From an optimization exercise on the open Yosys and OpenROAD flow, aimed at small area, a short achievable clock period and few clock cycles per item; shortcuts taken in it are not production practice. Where RTL was checked, it was by simulation tests only, not by an equivalence proof against the original. No activity file was given, so power comes from the tool's default toggle rates.

==> flow/design.v (excerpt) <==
module FPU(
input [31:0] Data1,
input [31:0] Data2,
input Clock,
input Reset,
input In_Data_Valid,
input Op,
output reg [31:0] Data_Out,
output reg Out_Data_Valid
);
reg [31:0] a0;
reg [31:23] b0;
reg [23:0] ab0;
reg mz2_0, andz0;
reg [11:0] one0, two0, neg0;
reg b23_0, ha0;
reg op0;
wire [25:0] be = {1'b0, |Data2[30:23], Data2[22:0], 1'b0};
integer i;
reg [2:0] vp;
always @(posedge Clock) begin
	a0 <= Data1;
	b0 <= Data2[31:23];
	op0 <= Op;
	ha0 <= |Data1[30:23];
	ab0 <= Op ? {|Data1[30:23], Data1[22:0]} : {|Data2[30:23], Data2[22:0]};
	mz2_0 <= ~|Data2[22:0];
	andz0 <= ~|(Data1[30:0] & Data2[30:0]);
	b23_0 <= Op & (|Data2[30:23]);
	for (i = 0; i < 12; i = i + 1) begin
		one0[i] <= Op & (be[2*i+1] ^ be[2*i]);
		two0[i] <= Op & ((be[2*i+2] & ~be[2*i+1] & ~be[2*i]) | (~be[2*i+2] & be[2*i+1] & be[2*i]));
		neg0[i] <= Op & be[2*i+2];
	end
end
always @(posedge Clock)
if (Reset) begin
	vp <= 3'd0;
	Out_Data_Valid <= 1'b0;
end else begin
	vp <= {vp[1:0], In_Data_Valid};
	Out_Data_Valid <= vp[2];
end
wire s1 = a0[31];
wire s2 = b0[31];
wire [7:0] e1 = a0[30:23];
wire [7:0] e2 = b0[30:23];
wire [23:0] MA = {ha0, a0[22:0]};
wire [23:0] MB = ab0;    
wire addm = ~op0;
wire swap = {e2, ab0[22:0]} > a0[30:0];
wire ge = e1 >= e2;
wire [7:0] d = ge ? (e1 - e2) : (e2 - e1);
wire [7:0] eL = ge ? e1 : e2;
wire [23:0] ML = swap ? MB : {|e1, a0[22:0]};
wire [23:0] MSe = ge ? MB : {|e1, a0[22:0]};
wire [23:0] MS0 = swap ? {|e1, a0[22:0]} : MB;
wire sub = addm & (s1 ^ s2);
wire [23:0] MSs = (op0 || d > 8'd23) ? 24'd0 : ((d == 8'd0) ? MS0 : (MSe >> d[4:0]));
wire [47:0] A0 = {1'b0, ML & {24{addm}}, sub, 22'd0};
wire [47:0] A1 = {sub, MSs ^ {24{sub}}, sub, 22'd0};
wire [47:0] r0, r1;
mul24 mul(.a(MA), .a2(ab0), .one(one0), .two(two0), .neg(neg0), .b23(b23_0), .en(op0),
	.x0(A0[47:22]), .x1(A1[47:22]), .r0(r0), .r1(r1));
wire [9:0] expm = {2'b00, e1} + {2'b00, e2} - 10'd127;
wire [9:0] base = op0 ? expm : {2'b00, eL};
wire [9:0] thr = base - 10'd254;
wire ff1 = &e1;
wire ff2 = &e2;
wire mz1 = ~|a0[22:0];
wire mz2 = mz2_0;
wire z1 = ~|a0[30:0];
wire z2 = ~|e2 & mz2_0;
wire nan = (ff1 & ~mz1) | (ff2 & ~mz2);
wire inf1 = ff1 & mz1;
wire inf2 = ff2 & mz2;
wire efa = nan | (inf1 & inf2 & (s1 ^ s2));
wire efm = nan | (z1 & inf2) | (z2 & inf1);
  ...
Size: roughly 3,000 cells after synthesis, ~320 flip-flops, about 0.031 mm2 of cells after synthesis.
export LEC_CHECK = 0
export CAP_MARGIN = 20
export CORE_MARGIN = 2
export CORE_UTILIZATION = 62
export CTS_CLUSTER_DIAMETER = 120
export CTS_CLUSTER_SIZE = 28
export PLACE_DENSITY = 0.7
export SLEW_MARGIN = 20
export SYNTH_HIERARCHICAL = 1
export SYNTH_MINIMUM_KEEP_SIZE = 0
export TNS_END_PERCENT = 5
create_clock -name core_clock -period 15.0 [get_ports {Clock}]
standard.sh (not shown) runs the stock make flow with config.mk's settings and CLKGATE_MAP_FILE= SYNTH_SCRIPT=/design/flow/synth_recipe.tcl, a recipe that flattens the netlist after the stock synthesis.
==> flow/flow/run.sh <==
#!/bin/bash
set -euo pipefail
bash standard.sh SETUP_SLACK_MARGIN=10.9 'BUFFER_PORTS_ARGS=-buffer_cell sky130_fd_sc_hd__buf_1' finish > standard.log 2>&1
The baseline went through all stages and came out clean.
Edit:
--- a/flow/design.v
+++ b/flow/design.v
@@ -718,32 +718,33 @@
 	ef1 <= op0 ? efm : efa;
 	nzand1 <= ~z1 & ~z2;
 	andz1 <= andz0;
 end
 wire [47:0] X = row0 + row1;
 reg [47:0] X2;
 reg [7:0] bp2;
-reg men2, negx2;
+reg [24:0] mask2;
+reg negx2;
 reg thrv2, thrge2;
 reg op2, sg2, ef2, nzand2, andz2;
 always @(posedge Clock) begin
 	X2 <= X;
 	bp2 <= bp1;
-	men2 <= men1;
+	mask2 <= men1 ? (25'h1000000 >> bp1[4:0]) : 25'd0;
 	negx2 <= negx1;
 	thrv2 <= thrv1;
 	thrge2 <= thrge1;
 	op2 <= op1;
 	sg2 <= sg1;
 	ef2 <= ef1;
 	nzand2 <= nzand1;
 	andz2 <= andz1;
 end
 wire negx = negx2;
-wire [24:0] mask = men2 ? (25'h1000000 >> bp2[4:0]) : 25'd0;
+wire [24:0] mask = mask2;
 wire [31:0] lzin32 = {X2[47:23] | mask, 7'h7f};
 wire [31:0] lz_z0 = ~lzin32;
 wire [15:0] lz_z1;
 wire [15:0] lz_c1;
 assign lz_z1[0] = lz_z0[1] & lz_z0[0];
 assign lz_c1[0] = lz_z0[1];
 assign lz_z1[1] = lz_z0[3] & lz_z0[2];
After rerunning: Hold slack gains 0.012 ns. Clock power grows by 11%. Synthesized area stays flat. Die area barely changes. Sequential share of layout area went up by 1.6 points.
No functional check of the RTL was part of any run of this note.

* * *

## west
FPU, a different RTL version from the one above (not shown whole).
For scale: roughly 3000 cells after synthesis, about 340 flip-flops, ~31000 um^2 of cells after synthesis.
==> flow/config.mk <==
export PLATFORM = sky130hd
export DESIGN_NAME = FPU
export DESIGN_NICKNAME = FPU
export VERILOG_FILES = /design/flow/design.v
export SDC_FILE = /design/flow/constraint.sdc
export NUM_CORES = 8
export LEC_CHECK = 0
export CAP_MARGIN = 20
export CORE_MARGIN = 2
export CORE_UTILIZATION = 55
export CTS_CLUSTER_DIAMETER = 120
export CTS_CLUSTER_SIZE = 28
export PLACE_DENSITY = 0.65
export SLEW_MARGIN = 20
export SYNTH_HIERARCHICAL = 1
export SYNTH_MINIMUM_KEEP_SIZE = 0
export TNS_END_PERCENT = 5
==> flow/constraint.sdc <==
create_clock -name core_clock -period 15.0 [get_ports {Clock}]
set_input_delay 3.0000 -clock core_clock [delete_from_list [all_inputs] [get_ports {Clock}]]
set_output_delay 3.0000 -clock core_clock [all_outputs]
set_load 0.01 [all_outputs]
Scripts as last shown in full above: flow/flow/run.sh
--- input diff west..north ---
--- a/flow/design.v
+++ b/flow/design.v
@@ -628,26 +628,30 @@
 input Reset,
 input In_Data_Valid,
 input Op,
 output reg [31:0] Data_Out,
 output reg Out_Data_Valid
 );
-reg [31:0] a0, b0;
-reg [23:0] am0;
+reg [31:0] a0;
+reg [31:23] b0;
+reg [23:0] ab0;
+reg mz2_0, andz0;
 reg [11:0] one0, two0, neg0;
 reg b23_0, ha0;
 reg op0;
 wire [25:0] be = {1'b0, |Data2[30:23], Data2[22:0], 1'b0};
 integer i;
 reg [2:0] vp;
 always @(posedge Clock) begin
 	a0 <= Data1;
-	b0 <= Data2;
+	b0 <= Data2[31:23];
 	op0 <= Op;
 	ha0 <= |Data1[30:23];
-	am0 <= Op ? {|Data1[30:23], Data1[22:0]} : 24'd0;
+	ab0 <= Op ? {|Data1[30:23], Data1[22:0]} : {|Data2[30:23], Data2[22:0]};
+	mz2_0 <= ~|Data2[22:0];
+	andz0 <= ~|(Data1[30:0] & Data2[30:0]);
 	b23_0 <= Op & (|Data2[30:23]);
 	for (i = 0; i < 12; i = i + 1) begin
 		one0[i] <= Op & (be[2*i+1] ^ be[2*i]);
 		two0[i] <= Op & ((be[2*i+2] & ~be[2*i+1] & ~be[2*i]) | (~be[2*i+2] & be[2*i+1] & be[2*i]));
 		neg0[i] <= Op & be[2*i+2];
 	end
@@ -662,36 +666,36 @@
 end
 wire s1 = a0[31];
 wire s2 = b0[31];
 wire [7:0] e1 = a0[30:23];
 wire [7:0] e2 = b0[30:23];
 wire [23:0] MA = {ha0, a0[22:0]};
-wire [23:0] MB = {|e2, b0[22:0]};
+wire [23:0] MB = ab0;    
 wire addm = ~op0;
-wire swap = b0[30:0] > a0[30:0];
+wire swap = {e2, ab0[22:0]} > a0[30:0];
 wire ge = e1 >= e2;
 wire [7:0] d = ge ? (e1 - e2) : (e2 - e1);
 wire [7:0] eL = ge ? e1 : e2;
 wire [23:0] ML = swap ? MB : {|e1, a0[22:0]};
 wire [23:0] MS = swap ? {|e1, a0[22:0]} : MB;
 wire sub = addm & (s1 ^ s2);
 wire [23:0] MSs = (op0 || d > 8'd23) ? 24'd0 : (MS >> d[4:0]);
 wire [47:0] A0 = {1'b0, ML & {24{addm}}, sub, 22'd0};
 wire [47:0] A1 = {sub, MSs ^ {24{sub}}, sub, 22'd0};
 wire [47:0] r0, r1;
-mul24 mul(.a(MA), .a2(am0), .one(one0), .two(two0), .neg(neg0), .b23(b23_0), .en(op0),
+mul24 mul(.a(MA), .a2(ab0), .one(one0), .two(two0), .neg(neg0), .b23(b23_0), .en(op0),
 	.x0(A0[47:22]), .x1(A1[47:22]), .r0(r0), .r1(r1));
 wire [9:0] expm = {2'b00, e1} + {2'b00, e2} - 10'd127;
 wire [9:0] base = op0 ? expm : {2'b00, eL};
 wire [9:0] thr = base - 10'd254;
 wire ff1 = &e1;
 wire ff2 = &e2;
 wire mz1 = ~|a0[22:0];
-wire mz2 = ~|b0[22:0];
+wire mz2 = mz2_0;
 wire z1 = ~|a0[30:0];
-wire z2 = ~|b0[30:0];
+wire z2 = ~|e2 & mz2_0;
 wire nan = (ff1 & ~mz1) | (ff2 & ~mz2);
 wire inf1 = ff1 & mz1;
 wire inf2 = ff2 & mz2;
 wire efa = nan | (inf1 & inf2 & (s1 ^ s2));
 wire efm = nan | (z1 & inf2) | (z2 & inf1);
 wire [9:0] bp = base + 10'd1;
@@ -709,13 +713,13 @@
 	thrv1 <= ~thr[9] & (thr <= 10'd24);
 	thrge1 <= ~thr[9] & (thr >= 10'd25);
 	op1 <= op0;
 	sg1 <= op0 ? (s1 ^ s2) : (swap ? s2 : s1);
 	ef1 <= op0 ? efm : efa;
 	nzand1 <= ~z1 & ~z2;
-	andz1 <= ~|(a0[30:0] & b0[30:0]);
+	andz1 <= andz0;
 end
 wire [47:0] X = row0 + row1;
 reg [47:0] X2;
 reg [7:0] bp2;
 reg men2, negx2;
 reg thrv2, thrge2;
### Flow results
When north is measured against west, its post-route met1 wirelength turns out 2.5% higher. From west to north the numbers moved as follows: hold slack shows a reduction of 0.0035 ns, sum of internal, switching and leakage power went up 0.49 mW, final design instance area without fill down 250 um^2, overall via count from detail_route shows an increase of 2.2%, via count of the first global-routing pass lower. On number of standard cells in the layout, taps in and fillers out, west and north are basically level. From west to north the numbers moved as follows: number of flip-flops and latches now smaller; met1 layer usage reported by global route now larger; post-synthesis share of cell area spent on xor and xnor gates now larger. west ended up with a0[26] as its critical path launch point; north ended up with ab0[23].
Testbench counts of north, summed over its fixed seeds: cycles 14,231, items 8,000.
Function not checked in west: the RTL went through the layout flow alone.

==> port drivers added, routing unchanged <==
No port has a modelled driver above. Below, the same layouts with a new extraction and two added sets of constraints. Step 1, drivers: a clkbuf_16 drives Clock and a buf_2 each remaining input, both assumed. Step 2 also shifts input and output timing later by t, the mid clock arrival at the registers, as if the neighbouring blocks saw the same clock. Slacks: ideal / step 1 / step 2; pairs: ideal / step 1.
| run | t, ns | setup slack, ns | hold slack, ns | slew at the worst register clock pin (ns) | worst slew at a driven data input, ns |
|---|---|---|---|---|---|
| the first run of note 1 | 0.599 | 10.802 / 10.802 / 10.663 | 0.326 / 0.326 / 0.326 | 0.12 / 0.12 | 0.04 |
| the second run of note 1 | 0.614 | 10.827 / 10.827 / 10.640 | 0.338 / 0.338 / 0.338 | 0.11 / 0.11 | 0.07 |
| west | 0.621 | 10.803 / 10.803 / 10.803 | 0.332 / 0.332 / 0.332 | 0.11 / 0.11 | 0.07 |
| north | 0.601 | 10.809 / 10.809 / 10.532 | 0.328 / 0.328 / 0.328 | 0.12 / 0.12 | 0.05 |
After both steps setup and hold are still met in every run listed. The setup slack of north, which loses most, moves by 0.000 ns with the drivers and by -0.277 ns with both steps.
